From an optimization exercise on the open Yosys and OpenROAD flow, aimed at a short achievable clock period and few clock cycles; shortcuts taken in it are not production practice.
Function was checked by simulation only, so behaviour that the tests miss may differ from the original.
No activity file was given, so power comes from the tool's default toggle rates.

==> design.v <==
module pipeline_top(clk, rst, imem_addr, imem_rdata, dmem_addr, dmem_wdata, dmem_we, dmem_rdata);
    input clk, rst;
    output [31:0] imem_addr;
    input  [31:0] imem_rdata;
    output [31:0] dmem_addr, dmem_wdata;
    output dmem_we;
    input  [31:0] dmem_rdata;
    reg [11:1] pcF;           
    reg [11:1] pcI;           
    reg        vD, predD;
    reg [31:0] irD;
    reg [11:1] pcD4, tgtD;
    reg [31:1] sel1D, sel2D;
    reg        bMA1, bML1, bW1, bMA2, bML2, bW2;
    reg        vX, wenX, ldX, stX, brX, predX, subX, fAX, fSX;
    reg        selSumX, selAndX, selOrX, selSltX;
    reg        fwdAX, fwdBX, fwdSX;
    reg [4:0]  rdX;
    reg [31:0] opAX, opBX, opSX;
    reg [11:1] altX;
    reg        wenM, ldM, weM;
    reg [4:0]  rdM;
    reg [31:0] resM, wdM, maM;
    reg        wenW;
    reg [4:0]  rdW;
    reg [31:0] wdW;
    reg [31:0] regs [1:31];
    wire [6:0] op  = irD[6:0];
    wire [2:0] f3  = irD[14:12];
    wire [4:0] rs1 = irD[19:15];
    wire [4:0] rs2 = irD[24:20];
    wire [4:0] rd  = irD[11:7];
    wire isR  = (op == 7'b0110011);
    wire isI  = (op == 7'b0010011);
    wire isLW = (op == 7'b0000011);
    wire isSW = (op == 7'b0100011);
    wire isBR = (op == 7'b1100011);
    wire useRs1 = isR | isI | isLW | isSW | isBR;
    wire useRs2 = isR | isSW | isBR;
    wire isImm = isI | isLW | isSW;
    wire wenD = (isR | isI | isLW) & (rd != 5'd0);
    wire subD = isR & (f3 == 3'b000) & irD[30];
    wire aluAddD = isLW | isSW | ((isR | isI) & (f3 == 3'b000));
    wire aluAndD = (isR | isI) & (f3 == 3'b111);
    wire aluOrD  = (isR | isI) & (f3 == 3'b110);
    wire aluSltD = (isR | isI) & (f3 == 3'b010);
    wire [31:0] immI = {{20{irD[31]}}, irD[31:20]};
    wire [31:0] immS = {{20{irD[31]}}, irD[31:25], irD[11:7]};
    wire [31:0] immB = {{19{irD[31]}}, irD[31], irD[7], irD[30:25], irD[11:8], 1'b0};
    wire [31:0] imm  = isSW ? immS : immI;
    reg [31:0] rf1, rf2;
    integer k;
    always @(*) begin
        rf1 = 32'd0; rf2 = 32'd0;
        for (k = 1; k < 32; k = k + 1) begin
            rf1 = rf1 | ({32{sel1D[k]}} & regs[k]);
            rf2 = rf2 | ({32{sel2D[k]}} & regs[k]);
        end
    end
    wire [31:0] pre1 = bMA1 ? resM : bW1 ? wdW : rf1;
    wire [31:0] pre2 = bMA2 ? resM : bW2 ? wdW : rf2;
    wire [31:0] rd1 = bML1 ? dmem_rdata : pre1;
    wire [31:0] rd2 = bML2 ? dmem_rdata : pre2;
    wire stall = vD & vX & ldX & ((useRs1 & (rdX == rs1)) | (useRs2 & (rdX == rs2)));
    wire fwdX1 = vX & wenX & ~ldX & (rdX == rs1);
    wire fwdX2 = vX & wenX & ~ldX & (rdX == rs2);
    wire [31:0] A = fwdAX ? resM : opAX;
    wire [31:0] B = fwdBX ? resM : opBX;
    wire [31:0] S = fwdSX ? resM : opSX;
    wire [32:0] s00 = {opAX, 1'b1} + {opBX, subX};
    wire [32:0] s10 = {resM, 1'b1} + {opBX, subX};
    wire [31:0] s01a = opAX + resM;
    wire [31:0] s01s = opAX - resM;
    wire [31:0] s11 = subX ? 32'd0 : {resM[30:0], 1'b0};
    wire [31:0] sum = fwdAX ? (fwdBX ? s11 : s10[32:1]) :
                      (fwdBX ? (subX ? s01s : s01a) : s00[32:1]);
    wire [31:0] res = ({32{selSumX}} & sum) | ({32{selAndX}} & (A & B)) |
                      ({32{selOrX}} & (A | B)) | {31'd0, selSltX & sum[31]};
    wire eq = fAX ? (fSX ? 1'b1 : (resM == opSX)) : (fSX ? (opAX == resM) : (opAX == opSX));
    wire mispX = vX & brX & (eq ^ predX);
    wire predF = imem_rdata[6] & (imem_rdata[31] | (imem_rdata[19:15] == imem_rdata[24:20]));
    wire [11:1] pcF4 = pcI + 11'd2;
    wire [11:1] tgtF = pcI + {imem_rdata[7], imem_rdata[30:25], imem_rdata[11:8]};
    wire [11:1] pcNext = mispX ? altX : stall ? pcI : predF ? tgtF : pcF4;
    wire [4:0] rs1F = imem_rdata[19:15];
    wire [4:0] rs2F = imem_rdata[24:20];
    wire [4:0] src1 = stall ? rs1 : rs1F;
    wire [4:0] src2 = stall ? rs2 : rs2F;
    wire xm1 = vX & wenX & (rdX == rs1F), xmd1 = vX & wenX & (rdX == rs1);
    wire xm2 = vX & wenX & (rdX == rs2F), xmd2 = vX & wenX & (rdX == rs2);
    wire mw1 = wenM & (rdM == rs1F), mwd1 = wenM & (rdM == rs1);
    wire mw2 = wenM & (rdM == rs2F), mwd2 = wenM & (rdM == rs2);
    always @(posedge clk or negedge rst) begin
        if (!rst) pcF <= 11'd0;
        else pcF <= pcNext;
    end
    always @(posedge clk) pcI <= rst ? pcNext : 11'd0;
    always @(posedge clk or negedge rst) begin
        if (!rst) vD <= 1'b0;
        else if (mispX) vD <= 1'b0;
        else if (!stall) vD <= 1'b1;
    end
    integer j;
    always @(posedge clk) begin
        if (!stall) begin
            irD <= imem_rdata; pcD4 <= pcF4; tgtD <= tgtF; predD <= predF;
            for (j = 1; j < 32; j = j + 1) begin
                sel1D[j] <= (rs1F == j);
                sel2D[j] <= (rs2F == j);
            end
        end
        bMA1 <= stall ? xmd1 & ~ldX : xm1 & ~ldX;
        bML1 <= stall ? xmd1 & ldX : xm1 & ldX;
        bW1  <= stall ? mwd1 : mw1;
        bMA2 <= stall ? xmd2 & ~ldX : xm2 & ~ldX;
        bML2 <= stall ? xmd2 & ldX : xm2 & ldX;
        bW2  <= stall ? mwd2 : mw2;
    end
    always @(posedge clk or negedge rst) begin
        if (!rst) begin
            vX <= 1'b0; wenX <= 1'b0; ldX <= 1'b0; stX <= 1'b0; brX <= 1'b0;
        end else begin
            vX   <= vD & ~stall & ~mispX;
            wenX <= vD & ~stall & ~mispX & wenD;
            ldX  <= vD & ~stall & ~mispX & isLW;
            stX  <= vD & ~stall & ~mispX & isSW;
            brX  <= vD & ~stall & ~mispX & isBR;
        end
    end
    always @(posedge clk) begin
        predX <= predD;
        subX <= subD | aluSltD;
        selSumX <= aluAddD; selAndX <= aluAndD; selOrX <= aluOrD; selSltX <= aluSltD;
        fwdAX <= fwdX1;
        fwdBX <= fwdX2 & ~isImm;
        fwdSX <= fwdX2;
        fAX <= fwdX1;
        fSX <= fwdX2;
        rdX <= rd;
        opAX <= rd1;
        opBX <= (subD | aluSltD) ? ~(isImm ? imm : rd2) : (isImm ? imm : rd2);
        opSX <= rd2;
        altX <= predD ? pcD4 : tgtD;
    end
    always @(posedge clk or negedge rst) begin
        if (!rst) begin
            wenM <= 1'b0; ldM <= 1'b0; weM <= 1'b0; wenW <= 1'b0;
        end else begin
            wenM <= wenX; ldM <= ldX; weM <= stX; wenW <= wenM;
        end
    end
    always @(posedge clk) begin
        rdM <= rdX; resM <= res; wdM <= S;
        maM <= sum;
        rdW <= rdM; wdW <= ldM ? dmem_rdata : resM;
    end
    integer i;
    always @(posedge clk or negedge rst) begin
        if (!rst) begin
            for (i = 1; i < 32; i = i + 1) regs[i] <= 32'd0;
        end else if (wenW) begin
            regs[rdW] <= wdW;
        end
    end
    assign imem_addr  = {20'd0, pcF, 1'b0};
    assign dmem_addr  = maM;
    assign dmem_wdata = wdM;
    assign dmem_we    = weM;
endmodule
==> flow/run.sh <==
#!/bin/bash
# The standard ORFS layout (standard.sh), with these changes to how it is made:
#  - port buffers are a plain buf_4 instead of the smallest buffer,
# Same SDC, same steps; each step's full log is under orfs/logs, and the
# make output of synthesis and layout in synth.log and layout.log.
set -euo pipefail
export SETUP_SLACK_MARGIN=6.5
export BUFFER_PORTS_ARGS="-buffer_cell sky130_fd_sc_hd__buf_4"
bash standard.sh synth > synth.log 2>&1
bash standard.sh finish > layout.log 2>&1
==> standard.sh <==
#!/bin/bash
# synth_recipe.tcl (not shown) runs the flow's synth.tcl, then flattens the netlist and writes it again
# the make line also repeats each setting of config.mk as NAME=value (left out here)
make -C /OpenROAD-flow-scripts/flow DESIGN_CONFIG=/design/flow/config.mk WORK_HOME=/design/flow/orfs CLKGATE_MAP_FILE= SYNTH_SCRIPT=/design/flow/synth_recipe.tcl "${@:-finish}"
==> config.mk <==
export PLATFORM = sky130hd
export DESIGN_NAME = pipeline_top
export DESIGN_NICKNAME = pipeline_top
export VERILOG_FILES = /design/flow/design.v
export SDC_FILE = /design/flow/constraint.sdc
export NUM_CORES = 4
export LEC_CHECK = 0
export CAP_MARGIN = 20
export CORE_MARGIN = 2
export CORE_UTILIZATION = 40
export PLACE_DENSITY = 0.6
export SLEW_MARGIN = 20
==> constraint.sdc <==
create_clock -name core_clock -period 9.0 [get_ports {clk}]
set_input_delay 1.8000 -clock core_clock [delete_from_list [all_inputs] [get_ports {clk}]]
set_output_delay 1.8000 -clock core_clock [all_outputs]
set_load 0.01 [all_outputs]
==> summary.md, run 1 <==
The die footprint was 184000 µm²; the routed via count was 68300. The detail route stage leaves a number of antenna-violating nets equal to 0. The initial detailed-routing violation count is 13400, and the via count of the first global-routing pass is 62800. The flow ran to the end and the layout has no timing, DRC or antenna violations. Clock tree synthesis found a total of 1406 sinks. Of the cells placed in the final design, the portion with a size suffix greater than 1 is 43.7%. The worst-case reg-to-reg path depth is 12, and the endpoint arrival time on the critical path is 4.35 ns. The area fraction in compound gates after synthesis was 18.9%. The worst hold path stage count was 0.

The setup slack after placement came out at 4.40 ns. The post-CTS clock slew at the launch and capture registers of the worst setup and hold paths works out to 0.06 ns. The maximum ir drop on the vdd rail was 0.228 mV; the total global routing overflow was 0.

The detailed-route vias per instance is 7.26, and the data required time at the worst endpoint is 9.73 ns. In the final layout, the multi-input gates occupy 40100 µm². The share of total power dissipated in sequential elements is 46.5%. In the synthesized netlist the async set-or-reset flop fraction comes to 72.0%.

Multiplexer cells account for 18.1% of the synthesized area. The count of yosys warnings during synthesis was 2. Residual DRC count: 0.

Endpoint of the worst hold-timing path: weM. The number of hold violations in the final report is 0, and the synthesized-area fraction occupied by xor and xnor cells is 2.67%. The startpoint identified for the worst register-to-register timing path is resM[22]. Library cell occupying the most area in the post-synthesis netlist: sky130_fd_sc_hd__dfrtp_1. In the synthesized netlist the dominant register cell turns out to be sky130_fd_sc_hd__dfrtp_1.

In this run the vertical extent of the chip is 429 µm. The run gives 5.37 ns as the internal reg-to-reg setup slack. Dominant combinational cell family by area after synthesis: compound AO/OA/AOI/OAI gates. CTS built an H-tree with a depth of 4. Of all nets on the critical path, the largest fanout is 9. The unique cell type count in the Yosys netlist was 91.

STA classifies the critical path endpoint as a flip-flop. In this run, synthesis inferred 117 flip-flops with an integrated enable. Setup repair after global routing could not meet its margin everywhere. Based on the critical path, the design can be clocked at up to 0.276 GHz. Worst clock skew: 0.0602 ns.

From synthesis to final layout, the design area changed by 30.6%. The run gives 10 as the number of optimization iterations in the first detailed-route pass. The tools report the cts-stage hold buffer count as 0. The critical path is of the flip-flop to flip-flop type. The share of synthesized area in the top cell type comes to 35.1%.

The internal power of the cells totals 0.0106 W. The cell count after synthesis is 6401, and the total negative slack for setup checks is 0 ns. The tools report the starting density of the core as 40.4%.

Setup violations remaining at the end of the flow were counted as 0. The fraction of power spent switching nets is 24.4%, and the worst-case headroom to the max-slew limit is 9.54%. After legalization and detailed placement, the total HPWL measured 201000 µm. Dominant cell by count in the synthesized netlist: sky130_fd_sc_hd__mux2_2. In this run the critical register-to-register path is captured at pcI[10].

Global placer's final weighted congestion: 0.989. The clock reaches the later pin of the worst-skew pair after 0.89 ns. CTS placed an instance of sky130_fd_sc_hd__clkbuf_16 at the clock tree root. The part of the total power dissipated in combinational logic is 5.1%.

In this run the core area contains 155 standard-cell rows. For the pin with the worst max-slew slack, the measured transition is 1.34 ns. TritonCTS built the clock tree.

Final net count: 7091. The final cycle utilization of the critical path is 40.3%, and the number of antenna violations at the first check in global routing is 29. Buffers placed on the I/O ports in this run total 141. After synthesis, the mean cell area works out to 11.3 µm². The width of the chip was 429 µm. After synthesis, the cell types taking the most area are sky130_fd_sc_hd__dfrtp_1 (35%), sky130_fd_sc_hd__mux2_2 (17%), sky130_fd_sc_hd__dfxtp_1 (7.7%). In this run the standard cell core region covers 179000 µm².

The number of clock buffers added by TritonCTS is 154. The adder and majority cell fraction of the synthesized area is 2.48%, and the final-layout fill cell count is 15000. Routed length per placed instance: 39.9 µm. The clock network power share came out at 48.4%.

The pin count of the biggest net entering global routing is 166, and the switching power summed over all nets is 0.00341 W. The longest clock path from root to sink contains 3 buffers. The number of max-cap violations came out at 0. The path type of the worst min-delay path was flip-flop to flip-flop. Summed over all cells, the static leakage comes to 42.0 nW.

The sequential cells in the finished layout cover a total of 34700 µm². The tools report the startpoint of the lowest-slack hold path as stX. The worst setup path is launched from a flip-flop.

The commonest cells after synthesis are sky130_fd_sc_hd__mux2_2 (1076), sky130_fd_sc_hd__dfrtp_1 (1013), sky130_fd_sc_hd__clkbuf_1 (458), sky130_fd_sc_hd__a221oi_1 (334), sky130_fd_sc_hd__a22oi_1 (331). For the finished layout, the period the worst path requires is 3.63 ns. The logs give 47.6% for the portion of the post-synthesis area used by sequential elements and 38.1% for the overall track demand over capacity in global routing. The area share of and/or/nand/nor cells after synthesis came out at 6.60%.

For the number of primary I/O pins, the log shows 163. The number of slew-limit violations in the final report was 0. Summing every instance area after synthesis gives 72200 µm².

The final worst slack is 5.37 ns. The areal power density over the cells came out at 148 nW/µm². The first global-routing pass estimated 498000 µm of wire. In this run, synthesis produced a sequential element count of 1406.

Summed over all layers, the routed wires come to 375000 µm.
[stage by stage]
stage	cell area [µm²]	cells	utilization, %	total power [W]	hold slack, ns
final	94300	9405	52.7	0.0140	0.372
after global routing	94200	9379	52.7	0.0143	0.373
after CTS	90000	9170	50.3	0.0139	0.371
after detailed placement	76400	8545	42.7	0.00714	0.349
after global placement	76300	8543	42.7	0.00713	0.356
after floorplan	73200	6421	-	0.00683	0.331
[power by group through the flow]
stage / combinational (W) / sequential [W] / clock [W]
floorplan: 0.000215 / 0.00661 / 0
global placement: 0.000501 / 0.00663 / 0
detailed placement: 0.000506 / 0.00663 / 0
CTS: 0.000619 / 0.00650 / 0.00675
global route: 0.000723 / 0.00651 / 0.00704
finish: 0.000710 / 0.00651 / 0.00677
[repair_timing]
action	CTS	global route
cloned	25	20
pin swaps	270	328
resized for setup	1109	452
setup endpoints to repair	1213	831
buffers inserted	314	177
[cell type report]
class,instances,share of cell area (%)
repair buffers,891,11.5
diodes,35,0.0929
inverters,86,0.388
well taps,2355,3.13
clock buffers,228,4.78
multi-input cells,4346,42.5
clock inverters,58,0.898
flip-flops and latches,1406,36.8
[worst max-delay path: stages (launching register included)]
cell                      delay (ns)
sky130_fd_sc_hd__dfxtp_2        0.45
sky130_fd_sc_hd__inv_1          0.11
sky130_fd_sc_hd__ha_1           0.45
sky130_fd_sc_hd__nand2_2        0.19
sky130_fd_sc_hd__or4b_4         0.59
sky130_fd_sc_hd__nor4_4         0.14
sky130_fd_sc_hd__nor2_1         0.07
sky130_fd_sc_hd__a22oi_2        0.43
sky130_fd_sc_hd__xor2_1         0.21
sky130_fd_sc_hd__and3_4         0.27
sky130_fd_sc_hd__buf_12         0.14
sky130_fd_sc_hd__mux2_4         0.30
sky130_fd_sc_hd__and2_1         0.16
[cell usage in the layout, fill, tap and decap left out, drive strengths merged, types with 49 or more instances in the layout]
cell type  synthesis  routed
ha               135     135
dfrtp           1013    1013
o32ai             65      65
a22oi            333     333
edfxtp           117     117
a221oi           334     334
mux2i             59      59
mux2            1103    1103
nand4            157     157
a22o             321     321
inv               86      93
a21oi            307     307
nand2            202     202
a21o              49      49
buf              125     862
dfxtp            276     276
o21ai            186     186
xor2              96      96
nor3              81      81
clkbuf           458     247
xnor2            124     124
nand3            101     101
nor2             264     264
[state kept, by name (all words and copies together) (netlist names), 31 cells and up]
register,flops
opSX,32
regs,992
sel2D,31
irD,32
opBX,32
wdM,32
wdW,32
maM,32
opAX,32
sel1D,31
resM,32
[layer usage]
metal	track usage [%]	up-vias	wire, µm
met5	0.286	-	770
met3	18.0	2147	61600
met4	25.9	33	35100
li1	-	25600	-
met1	48.1	33900	134000
met2	51.2	6655	144000
[logic make-up after synthesis]
kind of cell             after synthesis
AO/OA/AOI/OAI                       1830
flip-flops                          1406
multiplexers                        1162
AND/OR/NAND/NOR                      973
buffers and inverters                669
XOR/XNOR                             220
adder cells (fa/ha/maj)              140
other                                  1
[worst max path at each step]
stage                     to  depth (start not counted)  slack, ns           from
floorplan             pcI[9]                         13       5.21  imem_rdata[8]
global placement      pcI[1]                         12       4.44       resM[18]
detailed placement    pcI[1]                         12       4.40       resM[18]
CTS                 resM[28]                         13       5.46        resM[0]
global route         pcI[10]                         13       5.32       resM[18]
finish               pcI[10]                         12       5.37       resM[22]
Testbench counts, summed over its fixed seeds: cycles 343,473.
==> inputs of run 2 (changes only) <==
==> flow/run.sh (replaced) <==
#!/bin/bash
# The standard ORFS layout (standard.sh), with these changes to how it is made:
#  - port buffers are a plain buf_4 instead of the smallest buffer,
#  - clock-tree sink clusters of at most 20 sinks within 50 um.
# Same SDC, same steps; each step's full log is under orfs/logs, and the
# make output of synthesis and layout in synth.log and layout.log.
set -euo pipefail
export SETUP_SLACK_MARGIN=6.5
export BUFFER_PORTS_ARGS="-buffer_cell sky130_fd_sc_hd__buf_4"
export CTS_CLUSTER_SIZE=20
export CTS_CLUSTER_DIAMETER=50
bash standard.sh synth > synth.log 2>&1
bash standard.sh finish > layout.log 2>&1
==> run 2 against run 1 <==
Still clean on timing, DRC and antenna. Global-route usage up 0.36 points. Worst setup slack improved by 0.057 ns. Fmax rose by 1.6%. Flip-flop and latch count is the same. Via count up 0.78%. Die area is the same. Sequential share of layout area decreased by 0.25 points. Combinational power rose by 2%. Clock power fell by 1%. Count of clock-buffer cells in the layout shrank 56. Hold slack lost 0.0088 ns. Clock skew fell by 0.018 ns. Critical path type unchanged.
==> summary.md, run 2 <==
The post-CTS clock slew at the launch and capture registers of the worst setup and hold paths was 0.07 ns (about the same); the number of primary I/O pins was 163 (unchanged). The share of the synthesized area in the top cell type was 35.1% (unchanged); the initial detailed-routing violation count was 13400 (+0.55%). The TritonCTS buffer count is 147 (-4.5%), and the detailed-route vias per instance is 7.31 (+0.67%).

The logs give 4.29 ns (-0.06 ns) for the endpoint arrival time on the critical path and 6401 (unchanged) for the cell count after synthesis. The tools report the post-DP HPWL as 201000 µm (unchanged). The via count of the first global-routing pass is 63200 (+0.67%). The run finished with no timing, DRC or antenna violations. The number of buffer cells added on primary ports works out to 141 (unchanged). The logs give 0.85 ns (-0.04 ns) for the later-pin clock latency in the skew report and 40.4% (unchanged) for the starting density of the core.

The total global routing overflow was 0 (unchanged). For the data required time at the worst endpoint, the log shows 9.72 ns (about the same). For the overall track demand over capacity in global routing, the log shows 38.5% (+0.36 points).

The residual DRC count was 0 (unchanged); the worst-case reg-to-reg path depth was 12 (unchanged). The commonest register cell after synthesis is sky130_fd_sc_hd__dfrtp_1. The library cell occupying the most area in the post-synthesis netlist was sky130_fd_sc_hd__dfrtp_1. The number of storage elements in the synthesis netlist is 1406 (unchanged), and the routed length per placed instance is 40.0 µm (+0.44%). The ratio of cells with drive above 1 in the final layout was 45.1% (+1.3 points). The maximum net fanout on the critical path was 9 (unchanged); the areal power density over the cells was 146 nW/µm² (-1.4%). For the total number of placement rows, the log shows 155 (unchanged).

The number of slew-limit violations in the final report came out at 0 (unchanged). The number of hold violations in the final report is 0 (unchanged), and the unique cell type count in the Yosys netlist is 91 (unchanged). The final worst slack was 5.43 ns (+0.0574 ns).

TritonCTS built the clock tree. Number of antenna violations at the first check in global routing: 27 (-6.9%). The final cycle utilization of the critical path works out to 39.7% (-0.64 points). The async set or reset register ratio after synthesis was 72.0% (unchanged). The clock sink total is 1406 (unchanged).

Maximum ir drop on the vdd rail: 0.236 mV (+3.4%). The area growth from synthesis to final layout is 31.5%. The startpoint of the lowest-slack hold path is stX. The worst register-to-register path begins at resM[22]. The width of the chip is 429 µm (unchanged).

The worst-case headroom to the max-slew limit was 8.16% (-1.4 points); the die height was 429 µm (unchanged). The portion of the post-synthesis area used by sequential elements was 47.6% (unchanged); the worst hold path stage count was 0 (unchanged). The leakage power figure was 42.2 nW (+0.55%); the area of the core was 179000 µm² (unchanged). The routed via count is 68800 (+0.78%). The synthesized area per cell came out at 11.3 µm² (unchanged). The netlist area before placement is 72200 µm² (unchanged). The maximum root-to-sink buffer count came out at 3 (unchanged). The worst setup path is captured at a flip-flop.

The tools report the H-tree depth reported by CTS as 4 (unchanged). The commonest cells after synthesis are sky130_fd_sc_hd__mux2_2 (1076), sky130_fd_sc_hd__dfrtp_1 (1013), sky130_fd_sc_hd__clkbuf_1 (458), sky130_fd_sc_hd__a221oi_1 (334), sky130_fd_sc_hd__a22oi_1 (331). The delay contributed by the slowest stage of the critical path was 0.59 ns (about the same); the die footprint was 184000 µm² (unchanged).

The run gives 377000 µm (+0.54%) as the aggregate routed wire length. The number of max-cap violations was 0 (unchanged); the count of yosys warnings during synthesis was 2 (unchanged). The slowest stage of the critical path belongs to the cell sky130_fd_sc_hd__or4b_4. Setup repair after global routing could not meet its margin everywhere.

The number of enable flip-flop cells after synthesis is 117 (unchanged), and the setup slack after placement is 4.40 ns (unchanged). Leaving out fill and tap cells, the most frequent cell in the layout is sky130_fd_sc_hd__mux2_2. The number of optimization iterations in the first detailed-route pass was 10 (unchanged). The final hold slack is 0.363 ns (-0.00882 ns). Walking the worst path, the cells encountered are inv_1 > ha_1 > nand2_2 > or4b_4 > nor4_4 > nor2_1 > a22oi_2 > xor2_1 > and3_4 > buf_12 > mux2_4 > and2_1. The tools report the first-pass GRT wire length as 502000 µm (+0.76%).

The number of flip-flops in the largest register was 992 (unchanged); the final net count was 7119 (+0.39%). The worst clock skew came out at 0.0421 ns (-0.0181 ns). The tools report the pin count of the biggest net entering global routing as 166 (unchanged). By startpoint and endpoint, the worst setup path is classified as flip-flop to flip-flop.

For the number of nets still failing antenna checks after routing, the log shows 0 (unchanged). Time the final worst path needs with I/O delays and setup: 3.57 ns (-0.0574 ns). The register with the most flip-flops in the final layout is regs. Launching instance or port of the critical path: resM[22]. The path type of the worst min-delay path is flip-flop to flip-flop. The transition time at the pin with the least slew margin is 1.36 ns (+0.0205 ns).

CTS placed an instance of sky130_fd_sc_hd__clkbuf_16 at the clock tree root. By area the synthesized netlist is led by sky130_fd_sc_hd__dfrtp_1 (35%), sky130_fd_sc_hd__mux2_2 (17%), sky130_fd_sc_hd__dfxtp_1 (7.7%). The worst setup path is launched from a flip-flop. The logs give 0 (unchanged) for the final setup violation count and 0.989 (unchanged) for the global placer's final weighted congestion. The final-layout fill cell count is 14900 (-0.43%). The dominant cell by count in the synthesized netlist was sky130_fd_sc_hd__mux2_2.

The library cells used most frequently in the layout, excluding fill and tap cells, are sky130_fd_sc_hd__mux2_2 (1050), sky130_fd_sc_hd__dfrtp_1 (1012), sky130_fd_sc_hd__buf_4 (482). The total negative slack for setup checks is 0 ns (unchanged), and the maximum clock rate is 0.280 GHz (+1.6%).
## run 2: cell counts after synthesis
No cell type changed its count.
## run 2: power by group
group / total [W] / internal (W) / switching, W
combinational: 0.000723 / 0.000264 / 0.000459
clock: 0.00667 / 0.00367 / 0.00300
sequential: 0.00650 / 0.00643 / 0.0000646
## run 2: logic make-up (layout without fill, tap and decap cells)
kind of cell | count (synthesis) | after routing | synth area share [%]
other | 1 | 46 | 0.00520
AND/OR/NAND/NOR | 973 | 973 | 6.60
adder cells (fa/ha/maj) | 140 | 140 | 2.48
AO/OA/AOI/OAI | 1830 | 1830 | 18.9
buffers and inverters | 669 | 1283 | 3.66
XOR/XNOR | 220 | 220 | 2.67
flip-flops | 1406 | 1406 | 47.6
multiplexers | 1162 | 1162 | 18.1
## run 2: per-layer routing
metal | wire (µm) | vias up | GRT usage [%]
li1 | - | 25700 | -
met5 | 856 | - | 0.390
met2 | 144000 | 6903 | 51.5
met3 | 63600 | 2258 | 19.1
met4 | 35600 | 42 | 26.6
met1 | 133000 | 34000 | 47.9
## run 2: final timing paths
check,end,slack [ns]
min in group asynchronous,regs[23][29],0.87
hold / removal,weM,0.36
setup reg to reg,pcI[5],5.43
max in group asynchronous,regs[21][2],6.62
hold reg to reg,weM,0.36
setup / recovery,pcI[5],5.43
## run 2: worst max-delay path, delay by kind of cell (launching register included)
kind	cells	cell delay [ns]
and+or+nand+nor	6	1.40
DFF	1	0.44
adders and majority gates	1	0.41
AOI/OAI and AO/OA	1	0.40
muxes	1	0.30
buffers and inverters	2	0.25
xor gates and xnor gates	1	0.22
## run 2: through the flow
stage               utilization, %  cells  total power (W)  area (µm²)
floorplan                        -   6421          0.00683       73200
global route                  53.1   9391           0.0142       94900
global placement              42.7   8543          0.00713       76300
CTS                           50.4   9160           0.0138       90200
finish                        53.1   9415           0.0139       94900
detailed placement            42.7   8545          0.00714       76400
## run 2: layout make-up
type	count	area [µm²]	share of cell area, %
flip-flops and latches	1406	34700	36.5
repair buffers	926	11300	11.9
clock buffers	172	4030	4.25
inverters	86	362	0.381
clock inverters	99	1160	1.23
diodes	25	62.6	0.0659
well taps	2355	2950	3.10
multi-input cells	4346	40400	42.6
## run 2: repair_timing
action                                  4_1_cts  5_1_grt
pin swaps                                   264      335
buffers inserted                            312      208
gates cloned                                 32       18
endpoints found under the setup margin     1249      967
hold buffers                                  0        0
hold endpoints to repair                      0        0
resized for setup                          1156      507
==> inputs of run 3 (changes only) <==
--- a/design.v
+++ b/design.v
@@ -8,6 +8,7 @@
     reg [11:1] pcF;           
     reg [11:1] pcI;           
     reg        vD, predD;
+    reg        kill;          
     reg [31:0] irD;
     reg [11:1] pcD4, tgtD;
     reg [31:1] sel1D, sel2D;
@@ -61,9 +62,9 @@
     wire [31:0] pre2 = bMA2 ? resM : bW2 ? wdW : rf2;
     wire [31:0] rd1 = bML1 ? dmem_rdata : pre1;
     wire [31:0] rd2 = bML2 ? dmem_rdata : pre2;
-    wire stall = vD & vX & ldX & ((useRs1 & (rdX == rs1)) | (useRs2 & (rdX == rs2)));
-    wire fwdX1 = vX & wenX & ~ldX & (rdX == rs1);
-    wire fwdX2 = vX & wenX & ~ldX & (rdX == rs2);
+    wire stall = vD & vX & ldX & ~kill & ((useRs1 & (rdX == rs1)) | (useRs2 & (rdX == rs2)));
+    wire fwdX1 = vX & wenX & ~ldX & ~kill & (rdX == rs1);
+    wire fwdX2 = vX & wenX & ~ldX & ~kill & (rdX == rs2);
     wire [31:0] A = fwdAX ? resM : opAX;
     wire [31:0] B = fwdBX ? resM : opBX;
     wire [31:0] S = fwdSX ? resM : opSX;
@@ -77,7 +78,7 @@
     wire [31:0] res = ({32{selSumX}} & sum) | ({32{selAndX}} & (A & B)) |
                       ({32{selOrX}} & (A | B)) | {31'd0, selSltX & sum[31]};
     wire eq = fAX ? (fSX ? 1'b1 : (resM == opSX)) : (fSX ? (opAX == resM) : (opAX == opSX));
-    wire mispX = vX & brX & (eq ^ predX);
+    wire mispX = vX & brX & ~kill & (eq ^ predX);
     wire predF = imem_rdata[6] & (imem_rdata[31] | (imem_rdata[19:15] == imem_rdata[24:20]));
     wire [11:1] pcF4 = pcI + 11'd2;
     wire [11:1] tgtF = pcI + {imem_rdata[7], imem_rdata[30:25], imem_rdata[11:8]};
@@ -86,18 +87,14 @@
     wire [4:0] rs2F = imem_rdata[24:20];
     wire [4:0] src1 = stall ? rs1 : rs1F;
     wire [4:0] src2 = stall ? rs2 : rs2F;
-    wire xm1 = vX & wenX & (rdX == rs1F), xmd1 = vX & wenX & (rdX == rs1);
-    wire xm2 = vX & wenX & (rdX == rs2F), xmd2 = vX & wenX & (rdX == rs2);
+    wire xm1 = vX & wenX & ~kill & (rdX == rs1F), xmd1 = vX & wenX & ~kill & (rdX == rs1);
+    wire xm2 = vX & wenX & ~kill & (rdX == rs2F), xmd2 = vX & wenX & ~kill & (rdX == rs2);
     wire mw1 = wenM & (rdM == rs1F), mwd1 = wenM & (rdM == rs1);
     wire mw2 = wenM & (rdM == rs2F), mwd2 = wenM & (rdM == rs2);
-    always @(posedge clk or negedge rst) begin
-        if (!rst) pcF <= 11'd0;
-        else pcF <= pcNext;
-    end
+    always @(posedge clk) pcF <= rst ? pcNext : 11'd0;
     always @(posedge clk) pcI <= rst ? pcNext : 11'd0;
     always @(posedge clk or negedge rst) begin
         if (!rst) vD <= 1'b0;
-        else if (mispX) vD <= 1'b0;
         else if (!stall) vD <= 1'b1;
     end
     integer j;
@@ -118,13 +115,14 @@
     end
     always @(posedge clk or negedge rst) begin
         if (!rst) begin
-            vX <= 1'b0; wenX <= 1'b0; ldX <= 1'b0; stX <= 1'b0; brX <= 1'b0;
+            vX <= 1'b0; wenX <= 1'b0; ldX <= 1'b0; stX <= 1'b0; brX <= 1'b0; kill <= 1'b0;
         end else begin
-            vX   <= vD & ~stall & ~mispX;
-            wenX <= vD & ~stall & ~mispX & wenD;
-            ldX  <= vD & ~stall & ~mispX & isLW;
-            stX  <= vD & ~stall & ~mispX & isSW;
-            brX  <= vD & ~stall & ~mispX & isBR;
+            kill <= mispX;
+            vX   <= vD & ~kill & ~stall;
+            wenX <= vD & ~kill & ~stall & wenD;
+            ldX  <= vD & ~kill & ~stall & isLW;
+            stX  <= vD & ~kill & ~stall & isSW;
+            brX  <= vD & ~kill & ~stall & isBR;
         end
     end
     always @(posedge clk) begin
@@ -144,11 +142,12 @@
     end
     always @(posedge clk or negedge rst) begin
         if (!rst) begin
-            wenM <= 1'b0; ldM <= 1'b0; weM <= 1'b0; wenW <= 1'b0;
+            wenM <= 1'b0; ldM <= 1'b0; wenW <= 1'b0;
         end else begin
-            wenM <= wenX; ldM <= ldX; weM <= stX; wenW <= wenM;
+            wenM <= wenX & ~kill; ldM <= ldX & ~kill; wenW <= wenM;
         end
     end
+    always @(posedge clk) weM <= rst & stX & ~kill;
     always @(posedge clk) begin
         rdM <= rdX; resM <= res; wdM <= S;
         maM <= sum;
==> flow/run.sh (replaced) <==
#!/bin/bash
# The standard ORFS layout (standard.sh), with these changes to how it is made:
#  - port buffers are a plain buf_4 instead of the smallest buffer,
#  - synthesis and repair do not use the slowest complex gates (4-high
#    series stacks: or4, nor4, o41, o311, a2111, o2111) besides the
#    platform's own don't-use cells.
# Same SDC, same steps; each step's full log is under orfs/logs, and the
# make output of synthesis and layout in synth.log and layout.log.
set -euo pipefail
export SETUP_SLACK_MARGIN=6.5
export BUFFER_PORTS_ARGS="-buffer_cell sky130_fd_sc_hd__buf_4"
SLOW="sky130_fd_sc_hd__or4_1 sky130_fd_sc_hd__or4_2 sky130_fd_sc_hd__or4_4
  sky130_fd_sc_hd__or4b_1 sky130_fd_sc_hd__or4b_2 sky130_fd_sc_hd__or4b_4
  sky130_fd_sc_hd__or4bb_1 sky130_fd_sc_hd__or4bb_2 sky130_fd_sc_hd__or4bb_4
  sky130_fd_sc_hd__nor4_1 sky130_fd_sc_hd__nor4_2 sky130_fd_sc_hd__nor4_4
  sky130_fd_sc_hd__nor4b_1 sky130_fd_sc_hd__nor4b_2 sky130_fd_sc_hd__nor4b_4
  sky130_fd_sc_hd__nor4bb_1 sky130_fd_sc_hd__nor4bb_2 sky130_fd_sc_hd__nor4bb_4
  sky130_fd_sc_hd__o41a_1 sky130_fd_sc_hd__o41a_2 sky130_fd_sc_hd__o41a_4
  sky130_fd_sc_hd__o41ai_1 sky130_fd_sc_hd__o41ai_2 sky130_fd_sc_hd__o41ai_4
  sky130_fd_sc_hd__o2111a_1 sky130_fd_sc_hd__o2111a_2 sky130_fd_sc_hd__o2111a_4
  sky130_fd_sc_hd__o2111ai_1 sky130_fd_sc_hd__o2111ai_2 sky130_fd_sc_hd__o2111ai_4
  sky130_fd_sc_hd__o311a_1 sky130_fd_sc_hd__o311a_2 sky130_fd_sc_hd__o311a_4
  sky130_fd_sc_hd__o311ai_0 sky130_fd_sc_hd__o311ai_1 sky130_fd_sc_hd__o311ai_2
  sky130_fd_sc_hd__o311ai_4 sky130_fd_sc_hd__a2111o_1 sky130_fd_sc_hd__a2111o_2
  sky130_fd_sc_hd__a2111o_4 sky130_fd_sc_hd__a2111oi_0 sky130_fd_sc_hd__a2111oi_1
  sky130_fd_sc_hd__a2111oi_2 sky130_fd_sc_hd__a2111oi_4"
PLATFORM_DONT_USE="sky130_fd_sc_hd__probe_p_8 sky130_fd_sc_hd__probec_p_8
  sky130_fd_sc_hd__lpflow_bleeder_1 sky130_fd_sc_hd__lpflow_clkbufkapwr_1
  sky130_fd_sc_hd__lpflow_clkbufkapwr_16 sky130_fd_sc_hd__lpflow_clkbufkapwr_2
  sky130_fd_sc_hd__lpflow_clkbufkapwr_4 sky130_fd_sc_hd__lpflow_clkbufkapwr_8
  sky130_fd_sc_hd__lpflow_clkinvkapwr_1 sky130_fd_sc_hd__lpflow_clkinvkapwr_16
  sky130_fd_sc_hd__lpflow_clkinvkapwr_2 sky130_fd_sc_hd__lpflow_clkinvkapwr_4
  sky130_fd_sc_hd__lpflow_clkinvkapwr_8 sky130_fd_sc_hd__lpflow_decapkapwr_12
  sky130_fd_sc_hd__lpflow_decapkapwr_3 sky130_fd_sc_hd__lpflow_decapkapwr_4
  sky130_fd_sc_hd__lpflow_decapkapwr_6 sky130_fd_sc_hd__lpflow_decapkapwr_8
  sky130_fd_sc_hd__lpflow_inputiso0n_1 sky130_fd_sc_hd__lpflow_inputiso0p_1
  sky130_fd_sc_hd__lpflow_inputiso1n_1 sky130_fd_sc_hd__lpflow_inputiso1p_1
  sky130_fd_sc_hd__lpflow_inputisolatch_1 sky130_fd_sc_hd__lpflow_isobufsrc_1
  sky130_fd_sc_hd__lpflow_isobufsrc_16 sky130_fd_sc_hd__lpflow_isobufsrc_2
  sky130_fd_sc_hd__lpflow_isobufsrc_4 sky130_fd_sc_hd__lpflow_isobufsrc_8
  sky130_fd_sc_hd__lpflow_isobufsrckapwr_16
  sky130_fd_sc_hd__lpflow_lsbuf_lh_hl_isowell_tap_1
  sky130_fd_sc_hd__lpflow_lsbuf_lh_hl_isowell_tap_2
  sky130_fd_sc_hd__lpflow_lsbuf_lh_hl_isowell_tap_4
  sky130_fd_sc_hd__lpflow_lsbuf_lh_isowell_4
  sky130_fd_sc_hd__lpflow_lsbuf_lh_isowell_tap_1
  sky130_fd_sc_hd__lpflow_lsbuf_lh_isowell_tap_2
  sky130_fd_sc_hd__lpflow_lsbuf_lh_isowell_tap_4"
# DONT_USE_CELLS goes on make's command line: ORFS drops it from the environment.
DU="DONT_USE_CELLS=$(echo $SLOW $PLATFORM_DONT_USE)"
bash standard.sh "$DU" synth > synth.log 2>&1
bash standard.sh "$DU" finish > layout.log 2>&1
==> run 3 against run 2 <==
Routed wire length is 1.9% lower. Power decreased by 1.2%. Critical endpoint is now resM[30]. Hold slack better by 0.021 ns.
==> summary.md, run 3 <==
The number of storage elements in the synthesis netlist was 1396 (-0.71%). The number of primary I/O pins was 163 (unchanged). The unique cell type count in the Yosys netlist is 90 (-1.1%), and the routed via count is 69000 (+0.20%). Clock tree root buffer cell: sky130_fd_sc_hd__clkbuf_16. The tools report the initial detailed-routing violation count as 12400 (-7.6%).

The die height came out at 428 µm (-0.14%). The detailed-route vias per instance came out at 7.16 (-2.1%). For the starting density of the core, the log shows 40.3% (-0.071 points). The post-detailed-placement cell area was 76000 µm² (-0.41%).

The clock network power share was 48.6% (+0.6 points); the maximum net fanout on the critical path was 3 (-6). The total negative slack for setup checks was 0 ns (unchanged); the cell count after synthesis was 6840 (+6.9%). More flip-flops sit in one register than any other, and that register is regs. For the maximum clock rate, the log shows 0.306 GHz (+9.2%). The width of the chip was 428 µm (-0.14%); the area of the core was 179000 µm² (-0.11%). Final-layout fill cell count: 15500 (+4.0%). TritonCTS built the clock tree.

The final cycle utilization of the critical path came out at 36.3% (-3.3 points). The part of the total power dissipated in combinational logic was 4.6% (-0.6 points); the internal power component was 0.0104 W (+0.75%). The run gives 90400 µm² (-4.8%) as the final design area excluding fillers. The logs give 0 (unchanged) for the number of hold violations in the final report and 7332 (+3.0%) for the final net count.

Worst-case headroom to the max-slew limit: 15.7% (+7.5 points). The flow ran to the end and the layout has no timing, DRC or antenna violations. The async set or reset register ratio after synthesis works out to 71.8% (-0.27 points). Number of flip-flops in the largest register: 992 (unchanged). The number of enable flip-flop cells after synthesis is 117 (unchanged). The share of the synthesized area in the top cell type works out to 34.8% (-0.28 points). The critical path start-end classification was flip-flop to flip-flop. The global placer's final weighted congestion came out at 0.982 (-0.77%). For the TritonCTS buffer count, the log shows 154 (+4.8%). The synthesized area per cell is 10.5 µm² (-6.7%). Traced cell by cell, the critical path runs through ha_4 > inv_2 > fa_2 > a21oi_2 > o211ai_1 > a221oi_4 > a21oi_4 > and4_1 > a211oi_2 > nand3_2 > a211o_1 > a221o_1. Ratio of cells with drive above 1 in the final layout: 34.5% (-11 points). The later-pin clock latency in the skew report came out at 0.82 ns (-0.03 ns). Commonest non-fill, non-tap cell in the layout: sky130_fd_sc_hd__dfrtp_1.

The overall track demand over capacity in global routing was 38.1% (-0.39 points). The top cell types in the final layout, fill and taps aside, are sky130_fd_sc_hd__dfrtp_1 (1001), sky130_fd_sc_hd__mux2_2 (851), sky130_fd_sc_hd__a22oi_1 (672). The cts-stage hold buffer count was 0 (unchanged). Among all stages on the critical path, the largest delay is contributed by sky130_fd_sc_hd__dfxtp_4. The maximum ir drop on the vdd rail was 0.167 mV (-29%). For the leakage power figure, the log shows 38.1 nW (-9.8%).

The maximum root-to-sink buffer count came out at 3 (unchanged). The netlist area before placement is 72000 µm² (-0.28%). The routed length per placed instance is 38.4 µm (-4.1%).

The logs give 0 (unchanged) for the number of nets still failing antenna checks after routing and 0 (unchanged) for the number of max-cap violations. The tools report the worst clock skew as 0.0351 ns (-0.00703 ns). The number of buffer cells added on primary ports is 141 (unchanged), and the time the final worst path needs with I/O delays and setup is 3.27 ns (-0.301 ns).

The logs give 0 (unchanged) for the total global routing overflow and 50.6% (-2.5 points) for the final core utilization. In the synthesized netlist, the cells that appear most often are sky130_fd_sc_hd__dfrtp_1 (1002), sky130_fd_sc_hd__mux2_2 (865), sky130_fd_sc_hd__a22oi_1 (708), sky130_fd_sc_hd__nand2_1 (479), sky130_fd_sc_hd__clkbuf_1 (467). The final setup violation count is 0 (unchanged), and the final worst slack is 5.73 ns (+0.301 ns). Dominant cell by count in the synthesized netlist: sky130_fd_sc_hd__dfrtp_1. The tools report the number of antenna violations at the first check in global routing as 23 (-15%). The residual DRC count is 0 (unchanged), and the total number of placement rows is 155 (unchanged). The data required time at the worst endpoint was 9.69 ns (-0.03 ns); the pin count of the biggest net entering global routing was 152 (-8.4%). Clock sink total: 1396 (-0.71%).

The min-delay analysis places its worst path in the category flip-flop to flip-flop. The biggest area contributor in the post-synthesis netlist is sky130_fd_sc_hd__dfrtp_1. The areal power density over the cells is 152 nW/µm² (+3.8%), and the post-CTS clock slew at the launch and capture registers of the worst setup and hold paths is 0.06 ns (about the same).

The endpoint arrival time on the critical path is 3.96 ns (-0.33 ns), and the number of slew-limit violations in the final report is 0 (unchanged). Setup repair after global routing could not meet its margin everywhere. The tools report the count of yosys warnings during synthesis as 2 (unchanged). The logs give 64100 (+1.3%) for the via count of the first global-routing pass and 370000 µm (-1.9%) for the aggregate routed wire length.

The tools report the critical path endpoint category as a flip-flop. The transition time at the pin with the least slew margin was 1.25 ns (-0.112 ns). The post-DP HPWL is 204000 µm (+1.5%), and the portion of the post-synthesis area used by sequential elements is 47.4% (-0.22 points).

Yosys attributes the largest share of cell area to sky130_fd_sc_hd__dfrtp_1 (35%), sky130_fd_sc_hd__mux2_2 (14%), sky130_fd_sc_hd__dfxtp_1 (7.7%). The internal reg-to-reg setup slack is 5.73 ns (+0.30 ns). The fraction of power spent switching nets was 23.9% (-1.4 points).

The worst setup path is launched from a flip-flop. The die footprint is 183000 µm² (-0.28%). The area growth from synthesis to final layout is 25.6%.

The tools report the fraction of power consumed by sequential logic as 46.8% (about the same). The H-tree depth reported by CTS is 4 (unchanged). The setup slack after placement was 4.81 ns (+0.414 ns). In the synthesized netlist the dominant register cell turns out to be sky130_fd_sc_hd__dfrtp_1.

The logs give 499000 µm (-0.63%) for the first-pass GRT wire length and 0.00328 W (-6.8%) for the switching power summed over all nets. The number of optimization iterations in the first detailed-route pass was 10 (unchanged); the delay contributed by the slowest stage of the critical path was 0.45 ns (-0.14 ns).
-- run 3: cell count changes in the layout (fill, tap and decap cells not counted), sizes merged, moves of 29 or more --
| cell | previous run | this run |
|---|---|---|
| a221oi | 334 | 169 |
| a22o | 321 | 129 |
| a22oi | 333 | 708 |
| buf | 895 | 648 |
| clkbuf | 192 | 251 |
| mux2 | 1103 | 865 |
| nand2 | 202 | 479 |
| nand3 | 101 | 58 |
| nand4 | 157 | 265 |
| nor2 | 264 | 312 |
| o21ai | 186 | 428 |
| o32ai | 65 | 36 |
| xnor2 | 124 | 159 |
| xor2 | 96 | 45 |
-- run 3: area by class of cell --
type                    count  area, µm²  area share (%)
multi-input cells        4766      38800            43.0
flip-flops and latches   1396      34500            38.1
repair buffers            676       8290            9.17
clock buffers             228       4490            4.97
well taps                2355       2950            3.26
clock inverters            57        761           0.842
inverters                 132        529           0.586
diodes                     26       65.1          0.0720
-- run 3: kinds of logic after synthesis --
logic type               share of synthesized area, %
XOR/XNOR                                         2.48
AO/OA/AOI/OAI                                    20.4
adder cells (fa/ha/maj)                          2.49
other                                          0.0104
AND/OR/NAND/NOR                                  8.96
flip-flops                                       47.4
buffers and inverters                            3.84
multiplexers                                     14.4
-- run 3: repair_timing --
| item | CTS | global route |
|---|---|---|
| gates resized for setup | 854 | 470 |
| setup buffers | 164 | 137 |
| pin swaps | 142 | 218 |
| endpoints found under the setup margin | 1627 | 1077 |
| hold endpoints to repair | 0 | 0 |
| cloned | 15 | 15 |
-- run 3: power groups by stage --
stage | registers, W | logic [W] | clock network [W]
3_3_place_gp | 0.00656 | 0.000467 | 0
5_1_grt | 0.00643 | 0.000649 | 0.00692
3_5_place_dp | 0.00656 | 0.000467 | 0
2_1_floorplan | 0.00654 | 0.000195 | 0
6_report | 0.00643 | 0.000635 | 0.00667
4_1_cts | 0.00643 | 0.000552 | 0.00667
-- run 3: per-stage QoR --
step	std cells	power, W	hold WS (ns)
after floorplan	6860	0.00674	0.346
after global placement	8989	0.00702	0.382
after detailed placement	8991	0.00702	0.385
after CTS	9455	0.0136	0.385
after global routing	9614	0.0140	0.396
final	9636	0.0137	0.385
-- run 3: final timing paths --
| path | to | from | cells after the start |
|---|---|---|---|
| max | resM[30] | resM[0] | 12 |
| max reg2reg | resM[30] | resM[0] | 12 |
| min in group asynchronous | regs[4][3] | rst | 1 |
| min reg2reg | rdW[0] | rdM[0] | 0 |
| min | rdW[0] | rdM[0] | 0 |
| max in group asynchronous | regs[30][12] | rst | 2 |
-- run 3: critical path: cells and delay by family (launching register included) --
kind                     cells  cell delay [ns]
AO/OA/AOI/OAI                7             1.79
adder cells (fa/ha/maj)      2             0.52
flip-flops                   1             0.45
AND/OR/NAND/NOR              2             0.34
buffers and inverters        1             0.03
-- run 3: metal layers --
layer	GRT usage, %	vias to the layer above	routed length, µm
li1	-	26400	-
met2	50.7	6516	143000
met3	17.7	1960	60500
met5	1.69	-	547
met1	48.1	34000	132000
met4	26.9	27	33000
Testbench counts of run 3, summed over its fixed seeds: cycles 343,473.
==> inputs of run 4 (changes only) <==
--- a/flow/run.sh
+++ b/flow/run.sh
@@ -3,12 +3,16 @@
 #  - port buffers are a plain buf_4 instead of the smallest buffer,
 #  - synthesis and repair do not use the slowest complex gates (4-high
 #    series stacks: or4, nor4, o41, o311, a2111, o2111) besides the
-#    platform's own don't-use cells.
+#    platform's own don't-use cells,
+#  - clock-tree sink clusters of at most 16 sinks within 100 um (a
+#    shallower tree than the automatic clustering gives here).
 # Same SDC, same steps; each step's full log is under orfs/logs, and the
 # make output of synthesis and layout in synth.log and layout.log.
 set -euo pipefail
 export SETUP_SLACK_MARGIN=6.5
 export BUFFER_PORTS_ARGS="-buffer_cell sky130_fd_sc_hd__buf_4"
+export CTS_CLUSTER_SIZE=16
+export CTS_CLUSTER_DIAMETER=100
 SLOW="sky130_fd_sc_hd__or4_1 sky130_fd_sc_hd__or4_2 sky130_fd_sc_hd__or4_4
   sky130_fd_sc_hd__or4b_1 sky130_fd_sc_hd__or4b_2 sky130_fd_sc_hd__or4b_4
   sky130_fd_sc_hd__or4bb_1 sky130_fd_sc_hd__or4bb_2 sky130_fd_sc_hd__or4bb_4
==> run 4 against run 3 <==
Count of clock-buffer cells in the layout is 59 lower. Non-clock buffer count is 21 higher. Still clean. First-iteration DRC count is 3.5% higher. Clock skew is 0.015 ns higher. Die area stayed put. Routed wire length is 0.52% higher. Sequential share of layout area is 0.91 points higher.
==> summary.md, run 4 <==
The total area of multi-input combinational cells was 38900 µm² (about the same). The async set or reset register ratio after synthesis was 71.8% (unchanged); the H-tree depth reported by CTS was 3 (-1). The share of the synthesized area in the top cell type is 34.8% (unchanged), and the number of enable flip-flop cells after synthesis is 117 (unchanged).

The logs give 90 (unchanged) for the unique cell type count in the Yosys netlist and 0.303 GHz (-0.80%) for the maximum clock rate. The worst-case reg-to-reg path depth works out to 13 (+1). The number of optimization iterations in the first detailed-route pass was 10 (unchanged). The width of the chip was 428 µm (unchanged). The run gives 0 (unchanged) as the total global routing overflow. The signal on the critical path passes through ha_4 > inv_2 > fa_2 > a21oi_2 > o211ai_1 > a221oi_4 > buf_4 > a31o_4 > nor3_1 > o31ai_2 > a21oi_2 > o21ai_4 > a41oi_1.

Grouping stages by cell kind, the critical path spends the most delay in compound AO/OA/AOI/OAI gates. Worst clock skew: 0.0496 ns (+0.0145 ns). For the count of yosys warnings during synthesis, the log shows 2 (unchanged). The leakage power figure was 37.0 nW (-2.8%). In this run the critical register-to-register path is captured at resM[24]. The starting density of the core came out at 40.3% (unchanged). The portion of the post-synthesis area used by sequential elements is 47.4% (unchanged), and the number of flip-flops in the largest register is 992 (unchanged). The data required time at the worst endpoint came out at 9.60 ns (-0.09 ns). Compared with the post-synthesis result, the final layout area differs by 22.7%. Final-layout fill cell count: 15800 (+1.5%). STA classifies the critical path startpoint as a flip-flop. The cell that appears most often on the critical path is sky130_fd_sc_hd__a21oi_2.

The via count of the first global-routing pass was 63200 (-1.3%). The tools report the first-pass GRT wire length as 497000 µm (-0.40%). For the post-DP HPWL, the log shows 204000 µm (unchanged). The tightest min-delay check is of the flip-flop to flip-flop type.

The number of nets still failing antenna checks after routing was 0 (unchanged). The worst-case headroom to the max-slew limit was 20.6% (+4.9 points). Ranked by total cell area, the synthesized netlist is headed by sky130_fd_sc_hd__dfrtp_1 (35%), sky130_fd_sc_hd__mux2_2 (14%), sky130_fd_sc_hd__dfxtp_1 (7.7%).

The tools report the critical path endpoint category as a flip-flop. The number of antenna violations at the first check in global routing was 26 (+13%); the synthesized area per cell was 10.5 µm² (unchanged). In the post-synthesis netlist, the cell with the most instances is sky130_fd_sc_hd__dfrtp_1.

By count the netlist is led by sky130_fd_sc_hd__dfrtp_1 (1002), sky130_fd_sc_hd__mux2_2 (865), sky130_fd_sc_hd__a22oi_1 (708), sky130_fd_sc_hd__nand2_1 (479), sky130_fd_sc_hd__clkbuf_1 (467). The logs give 9540 (-1.0%) for the number of cells in the finished layout apart from fillers and 0.982 (unchanged) for the global placer's final weighted congestion. The run gives 76000 µm² (unchanged) as the post-detailed-placement cell area. The total buffers and inverters traversed by the critical path was 2 (+1).

The run gives 8991 (unchanged) as the cell count after placement. The flow ran to the end and the layout has no timing, DRC or antenna violations. Worst hold path stage count: 0 (unchanged). The die height was 428 µm (unchanged). The routed via count was 68300 (-1.0%). The number of buffer cells added on primary ports works out to 141 (unchanged). The post-CTS clock slew at the launch and capture registers of the worst setup and hold paths came out at 0.08 ns (+0.02 ns). The startpoint of the lowest-slack hold path was irD[9]. The logs give 3.89 ns (-0.07 ns) for the endpoint arrival time on the critical path and 0.393 ns (+0.00870 ns) for the final hold slack. The delay contributed by the slowest stage of the critical path is 0.45 ns (about the same). The die footprint was 183000 µm² (unchanged); the clock sink total was 1396 (unchanged). The register name with the most flops is regs. The area of the core was 179000 µm² (unchanged); the areal power density over the cells was 131 nW/µm² (-14%). The cts-stage hold buffer count came out at 0 (unchanged). The transition time at the pin with the least slew margin works out to 1.18 ns (-0.0678 ns).

The total negative slack for setup checks came out at 0 ns (unchanged). The internal reg-to-reg setup slack was 5.70 ns (-0.03 ns). The aggregate routed wire length is 372000 µm (+0.52%). The tools report the netlist area before placement as 72000 µm² (unchanged). The commonest non-fill, non-tap cell in the layout was sky130_fd_sc_hd__dfrtp_1.

Commonest register cell after synthesis: sky130_fd_sc_hd__dfrtp_1. For the number of max-cap violations, the log shows 0 (unchanged). The tools report the overall track demand over capacity in global routing as 37.9% (-0.22 points). The endpoint of the worst hold-timing path is rdX[2]. The total number of placement rows came out at 155 (unchanged).

The detailed-route vias per instance is 7.16 (about the same). The residual DRC count came out at 0 (unchanged). The cell with the largest stage delay on the worst path is sky130_fd_sc_hd__dfxtp_4. The time the final worst path needs with I/O delays and setup is 3.30 ns (+0.0264 ns). CTS placed an instance of sky130_fd_sc_hd__clkbuf_16 at the clock tree root. Setup repair after global routing could not meet its margin everywhere. TritonCTS built the clock tree. The logs give 6840 (unchanged) for the cell count after synthesis and 34500 µm² (about the same) for the area occupied by registers. The maximum ir drop on the vdd rail was 0.136 mV (-19%). The later-pin clock latency in the skew report was 0.81 ns (about the same); the pin count of the biggest net entering global routing was 152 (unchanged).

By startpoint and endpoint, the worst setup path is classified as flip-flop to flip-flop. The logs give 0 (unchanged) for the number of hold violations in the final report and 163 (unchanged) for the number of primary I/O pins. The maximum net fanout on the critical path is 3 (unchanged), and the ratio of cells with drive above 1 in the final layout is 33.7% (-0.73 points). The start of the worst register-to-register path is resM[0]. The routed length per placed instance is 39.0 µm (+1.5%). The TritonCTS buffer count was 97 (-37%).

The path length in cells of the critical path was 13 (+1). Summed over all instances, the cell type with the most area after synthesis is sky130_fd_sc_hd__dfrtp_1. The final cycle utilization of the critical path is 36.6% (+0.29 points), and the initial detailed-routing violation count is 12800 (+3.5%). Number of storage elements in the synthesis netlist: 1396 (unchanged). Final setup violation count: 0 (unchanged). In the layout the commonest cells are sky130_fd_sc_hd__dfrtp_1 (1001), sky130_fd_sc_hd__mux2_2 (848), sky130_fd_sc_hd__a22oi_1 (660). Number of slew-limit violations in the final report: 0 (unchanged). The final design area excluding fillers is 88300 µm² (-2.3%), and the maximum root-to-sink buffer count is 3 (unchanged). For the final net count, the log shows 7296 (-0.49%).
-- run 4: power by group --
group          total [W]  internal (W)  switching, W  leakage, nW
combinational   0.000640      0.000211      0.000429         17.9
clock            0.00450       0.00208       0.00242         1.36
sequential       0.00641       0.00637     0.0000436         17.7
-- run 4: cells by family after synthesis --
kind of cell	count (synthesis)	share of synthesized area [%]
simple gates	1361	8.96
xor+xnor	204	2.48
buf+inv	700	3.84
fa+ha+maj	140	2.49
mux	924	14.4
flops	1396	47.4
compound gates	2113	20.4
other cells	2	0.0104
-- run 4: how the worst max path moves through the flow --
stage / slack, ns / to / startpoint
2_1_floorplan: 3.20 / irD[0] / irD[18]
3_3_place_gp: 4.79 / pcI[7] / imem_rdata[24]
3_5_place_dp: 4.81 / pcI[11] / imem_rdata[8]
4_1_cts: 5.83 / resM[24] / resM[0]
5_1_grt: 5.66 / resM[30] / resM[0]
6_report: 5.70 / resM[24] / resM[0]
-- run 4: metal layers --
layer | part of all wire, % | global-route usage (%)
met1 | 36 | 48.2
met3 | 16 | 16.7
met2 | 39 | 51.2
met4 | 9.0 | 25.6
met5 | 0.18 | 1.14
-- run 4: final cells by class --
cell class                      count  share of cell area (%)
Antenna cell                       17                  0.0482
Clock buffer                      169                    3.10
Clock inverter                      8                   0.152
Inverter                          132                   0.603
Multi-Input combinational cell   4766                    44.0
Sequential cell                  1396                    39.0
Tap cell                         2355                    3.34
Timing Repair Buffer              697                    9.72
-- run 4: timing repair --
item | CTS | global route
hold endpoints to repair | 0 | 0
pin swaps | 125 | 225
setup buffers | 177 | 139
endpoints found under the setup margin | 1630 | 987
gates resized for setup | 854 | 508
gates cloned | 16 | 19
-- run 4: per-stage QoR --
step                utilization, %  power, W  setup slack (ns)
floorplan                        -   0.00674              3.20
global placement              42.6   0.00702              4.79
detailed placement            42.6   0.00702              4.81
CTS                           47.3    0.0115              5.83
global route                  49.4    0.0118              5.66
finish                        49.4    0.0116              5.70
==> inputs of run 5 (changes only) <==
--- a/design.v
+++ b/design.v
@@ -82,7 +82,8 @@
     wire predF = imem_rdata[6] & (imem_rdata[31] | (imem_rdata[19:15] == imem_rdata[24:20]));
     wire [11:1] pcF4 = pcI + 11'd2;
     wire [11:1] tgtF = pcI + {imem_rdata[7], imem_rdata[30:25], imem_rdata[11:8]};
-    wire [11:1] pcNext = mispX ? altX : stall ? pcI : predF ? tgtF : pcF4;
+    wire [11:1] pcSeq = !rst ? 11'd0 : predF ? tgtF : pcF4;
+    wire [11:1] pcNext = mispX ? altX : stall ? pcI : pcSeq;
     wire [4:0] rs1F = imem_rdata[19:15];
     wire [4:0] rs2F = imem_rdata[24:20];
     wire [4:0] src1 = stall ? rs1 : rs1F;
@@ -91,8 +92,8 @@
     wire xm2 = vX & wenX & ~kill & (rdX == rs2F), xmd2 = vX & wenX & ~kill & (rdX == rs2);
     wire mw1 = wenM & (rdM == rs1F), mwd1 = wenM & (rdM == rs1);
     wire mw2 = wenM & (rdM == rs2F), mwd2 = wenM & (rdM == rs2);
-    always @(posedge clk) pcF <= rst ? pcNext : 11'd0;
-    always @(posedge clk) pcI <= rst ? pcNext : 11'd0;
+    always @(posedge clk) pcF <= pcNext;
+    always @(posedge clk) pcI <= pcNext;
     always @(posedge clk or negedge rst) begin
         if (!rst) vD <= 1'b0;
         else if (!stall) vD <= 1'b1;
==> run 5 against run 4 <==
Still clean on timing, DRC and antenna. Routed wire length up 1.9%. Sequential power about the same. Cell area up 4.2%. Worst setup slack worse by 0.039 ns. Clock power about the same. Final cell count down 2.4%. Critical path depth unchanged. Clock skew up 0.023 ns. Largest cell class unchanged. Largest power group unchanged. Highest routed layer unchanged.
==> summary.md, run 5 <==
The count of yosys warnings during synthesis is 2 (unchanged). The worst setup path is captured at a flip-flop. Number of flip-flops in the largest register: 992 (unchanged). The min-delay analysis places its worst path in the category flip-flop to flip-flop. The routed via count is 68200 (-0.11%), and the endpoint arrival time on the critical path is 4.02 ns (+0.13 ns). The netlist area before placement came out at 71800 µm² (-0.18%). The final cycle utilization of the critical path came out at 37.0% (+0.43 points).

The number of max-cap violations was 0 (unchanged). The slowest stage of the critical path belongs to the cell sky130_fd_sc_hd__a221o_2. The detailed-route vias per instance came out at 7.32 (+2.3%). The cell family contributing the most delay on the critical path is compound AO/OA/AOI/OAI gates.

The number of hold violations in the final report is 0 (unchanged), and the number of nets still failing antenna checks after routing is 0 (unchanged). The worst-case headroom to the max-slew limit is 4.86% (-16 points). The adder and majority cell fraction of the synthesized area was 2.49% (+0.0044 points); the total global routing overflow was 0 (unchanged). The delay contributed by the slowest stage of the critical path is 0.49 ns (+0.04 ns). Yosys attributes the largest share of cell area to sky130_fd_sc_hd__dfrtp_1 (35%), sky130_fd_sc_hd__mux2_2 (17%), sky130_fd_sc_hd__dfxtp_1 (7.4%). The area share of and/or/nand/nor cells after synthesis came out at 6.52% (-2.4 points). The tree is rooted in a sky130_fd_sc_hd__clkbuf_16. The logs give 1.02 (+3.6%) for the global placer's final weighted congestion and 178000 µm² (-0.11%) for the area of the core. The run gives 0 (unchanged) as the residual DRC count.

The worst-case reg-to-reg path depth came out at 13 (unchanged). TritonCTS built the clock tree. Post-synthesis mux area share: 17.9% (+3.6 points). The final net count was 7052 (-3.3%); the areal power density over the cells was 127 nW/µm² (-3.0%). The H-tree depth reported by CTS is 3 (unchanged), and the die height is 428 µm (about the same). Counting flops per register, the top entry is regs.

The dominant combinational cell family by area after synthesis is compound AO/OA/AOI/OAI gates. The fraction of power spent switching nets works out to 25.2% (+0.20 points). The synthesized-area fraction occupied by xor and xnor cells is 2.84% (+0.36 points), and the pin count of the biggest net entering global routing is 169 (+11%). The unique cell type count in the Yosys netlist came out at 93 (+3.3%).

Leaving out fill and tap cells, the most frequent cell in the layout is sky130_fd_sc_hd__mux2_2. The clock network power share came out at 38.8% (-0.2 points). The maximum root-to-sink buffer count is 3 (unchanged). Cell count after synthesis: 6386 (-6.6%). The portion of the post-synthesis area used by sequential elements came out at 47.7% (+0.24 points). The worst setup path is launched from a flip-flop. The path length in cells of the critical path is 13 (unchanged), and the first-pass GRT wire length is 504000 µm (+1.5%). The number of enable flip-flop cells after synthesis is 128 (+9.4%), and the transition time at the pin with the least slew margin is 1.41 ns (+0.229 ns). The die footprint is 183000 µm² (-0.18%). The leakage power figure was 39.7 nW (+7.4%).

The run finished with no timing, DRC or antenna violations. The critical path start-end classification was flip-flop to flip-flop. After synthesis, the most frequently instantiated cells are sky130_fd_sc_hd__mux2_2 (1092), sky130_fd_sc_hd__dfrtp_1 (1002), sky130_fd_sc_hd__clkbuf_1 (460), sky130_fd_sc_hd__a22oi_1 (459), sky130_fd_sc_hd__a21oi_1 (319). The cell with the most instances on the worst path is sky130_fd_sc_hd__buf_6. Maximum net fanout on the critical path: 6 (+3). The most common cell in the synthesized netlist is sky130_fd_sc_hd__mux2_2. The number of storage elements in the synthesis netlist is 1396 (unchanged), and the total negative slack for setup checks is 0 ns (unchanged). The overall track demand over capacity in global routing was 38.8% (+0.93 points). The total number of placement rows is 155 (unchanged), and the internal power component is 0.00874 W (+0.88%).

The post-CTS clock slew at the launch and capture registers of the worst setup and hold paths works out to 0.08 ns (about the same). The initial detailed-routing violation count was 12800 (-0.14%). For the TritonCTS buffer count, the log shows 98 (+1.0%).

The part of the total power dissipated in combinational logic is 6.1% (+0.6 points), and the routed length per placed instance is 40.7 µm (+4.4%). The post-DP HPWL is 203000 µm (-0.37%), and the width of the chip is 428 µm (about the same). The via count of the first global-routing pass was 62900 (-0.55%). In the layout the commonest cells are sky130_fd_sc_hd__mux2_2 (1069), sky130_fd_sc_hd__dfrtp_1 (1001), sky130_fd_sc_hd__buf_4 (452).

Walking the worst path, the cells encountered are fa_2 > a21o_1 > o2bb2ai_4 > a211oi_4 > buf_6 > o21ai_4 > a221o_2 > buf_6 > a21oi_4 > a41oi_2 > and3_4 > a221oi_4 > a221o_1. The number of slew-limit violations in the final report was 0 (unchanged). The ratio of cells with drive above 1 in the final layout was 43.0% (+9.2 points). The run gives 9.68 ns (+0.08 ns) as the data required time at the worst endpoint.

The worst hold path stage count works out to 0 (unchanged). The logs give 1396 (unchanged) for the clock sink total and 0.80 ns (about the same) for the later-pin clock latency in the skew report. The run gives 0.0730 ns (+0.0234 ns) as the worst clock skew.

Share of the synthesized area in the top cell type: 34.9% (+0.062 points). The synthesized area per cell is 11.3 µm² (+6.9%). Maximum clock rate: 0.300 GHz (-1.2%). The final design area excluding fillers was 92100 µm² (+4.2%); the total buffers and inverters traversed by the critical path was 2 (unchanged). For the number of primary I/O pins, the log shows 163 (unchanged).

The number of buffer cells added on primary ports is 141 (unchanged), and the starting density of the core is 40.3% (about the same). Setup repair after global routing could not meet its margin everywhere. Number of optimization iterations in the first detailed-route pass: 13 (+3). The run gives 0.00295 W (+2.0%) as the switching power summed over all nets. The final setup violation count came out at 0 (unchanged). Time the final worst path needs with I/O delays and setup: 3.33 ns (+0.0388 ns).

The async set or reset register ratio after synthesis was 71.8% (unchanged); the fraction of power consumed by sequential logic was 55.1% (-0.4 points). From synthesis to final layout, the design area changed by 28.1%. The commonest register cell after synthesis is sky130_fd_sc_hd__dfrtp_1. The number of antenna violations at the first check in global routing is 31 (+19%), and the post-detailed-placement cell area is 75900 µm² (-0.14%). The library cell occupying the most area in the post-synthesis netlist is sky130_fd_sc_hd__dfrtp_1. The maximum ir drop on the vdd rail was 0.144 mV (+6.2%). The area fraction in compound gates after synthesis came out at 18.9% (-1.5 points). The aggregate routed wire length is 379000 µm (+1.9%).
==> run 5: changes by cell type in the layout (fill, tap and decap cells not counted), moves of 95 or more <==
cell,previous run,this run
sky130_fd_sc_hd__nand2_1,474,215
sky130_fd_sc_hd__o21ai_0,337,87
sky130_fd_sc_hd__a22oi_1,660,432
sky130_fd_sc_hd__mux2_2,848,1069
sky130_fd_sc_hd__a22o_1,129,256
sky130_fd_sc_hd__buf_4,354,452
sky130_fd_sc_hd__a221oi_2,68,163
==> run 5: final timing paths <==
kind / start / endpoint / slack, ns
max: subX / resM[0] / 5.67
min: rdM[2] / rdW[2] / 0.42
max reg2reg: subX / resM[0] / 5.67
min reg2reg: rdM[2] / rdW[2] / 0.42
max in group asynchronous: rst / regs[18][7] / 6.67
min in group asynchronous: rst / regs[14][25] / 1.02
==> run 5: per-stage QoR <==
| stage | hold slack (ns) | utilization (%) | total power [W] | cells | setup WS (ns) |
|---|---|---|---|---|---|
| after floorplan | 0.330 | - | 0.00675 | 6406 | 5.21 |
| after global placement | 0.408 | 42.5 | 0.00704 | 8525 | 4.71 |
| after detailed placement | 0.413 | 42.6 | 0.00705 | 8525 | 4.81 |
| after CTS | 0.435 | 49.3 | 0.0115 | 9091 | 5.66 |
| after global routing | 0.431 | 51.6 | 0.0119 | 9284 | 5.55 |
| final | 0.418 | 51.6 | 0.0117 | 9314 | 5.67 |
==> run 5: cells by family (layout without fill, tap and decap cells) <==
family | count (synthesis) | after routing
AO/OA/AOI/OAI | 1836 | 1838
flip-flops | 1396 | 1396
multiplexers | 1151 | 1151
AND/OR/NAND/NOR | 961 | 963
buffers and inverters | 667 | 1179
XOR/XNOR | 233 | 233
adder cells (fa/ha/maj) | 140 | 140
other | 2 | 59
==> run 5: what timing repair did <==
item                                     CTS  global route
hold buffers                               0             0
gates resized for setup                 1140           447
cloned                                    36            16
pin swaps                                272           289
endpoints found under the setup margin  1572          1154
buffers inserted                         354           166
==> run 5: cell type report <==
class                           count  area, µm²
Tap cell                         2355       2950
Timing Repair Buffer              909      11200
Sequential cell                  1396      34500
Inverter                           94        380
Multi-Input combinational cell   4347      40000
Fill cell                       15200      86400
Clock inverter                      9        145
Antenna cell                       37       92.6
Clock buffer                      167       2740
==> run 5: power by group through the flow <==
stage	Sequential (W)	Clock, W	Combinational [W]
finish	0.00644	0.00453	0.000716
global route	0.00645	0.00474	0.000725
CTS	0.00644	0.00449	0.000604
detailed placement	0.00658	0	0.000462
global placement	0.00658	0	0.000460
floorplan	0.00656	0	0.000192
==> run 5: per-layer routing <==
layer / wire length (µm) / share of wire, % / track usage (%) / up-vias
met5: 886 / 0.23 / 1.74 / -
li1: - / - / - / 25400
met3: 62400 / 16 / 19.0 / 2172
met1: 135000 / 36 / 48.5 / 34000
met4: 38300 / 10 / 29.1 / 34
met2: 142000 / 38 / 50.7 / 6625
Testbench counts of run 5, summed over its fixed seeds: cycles 343,473.
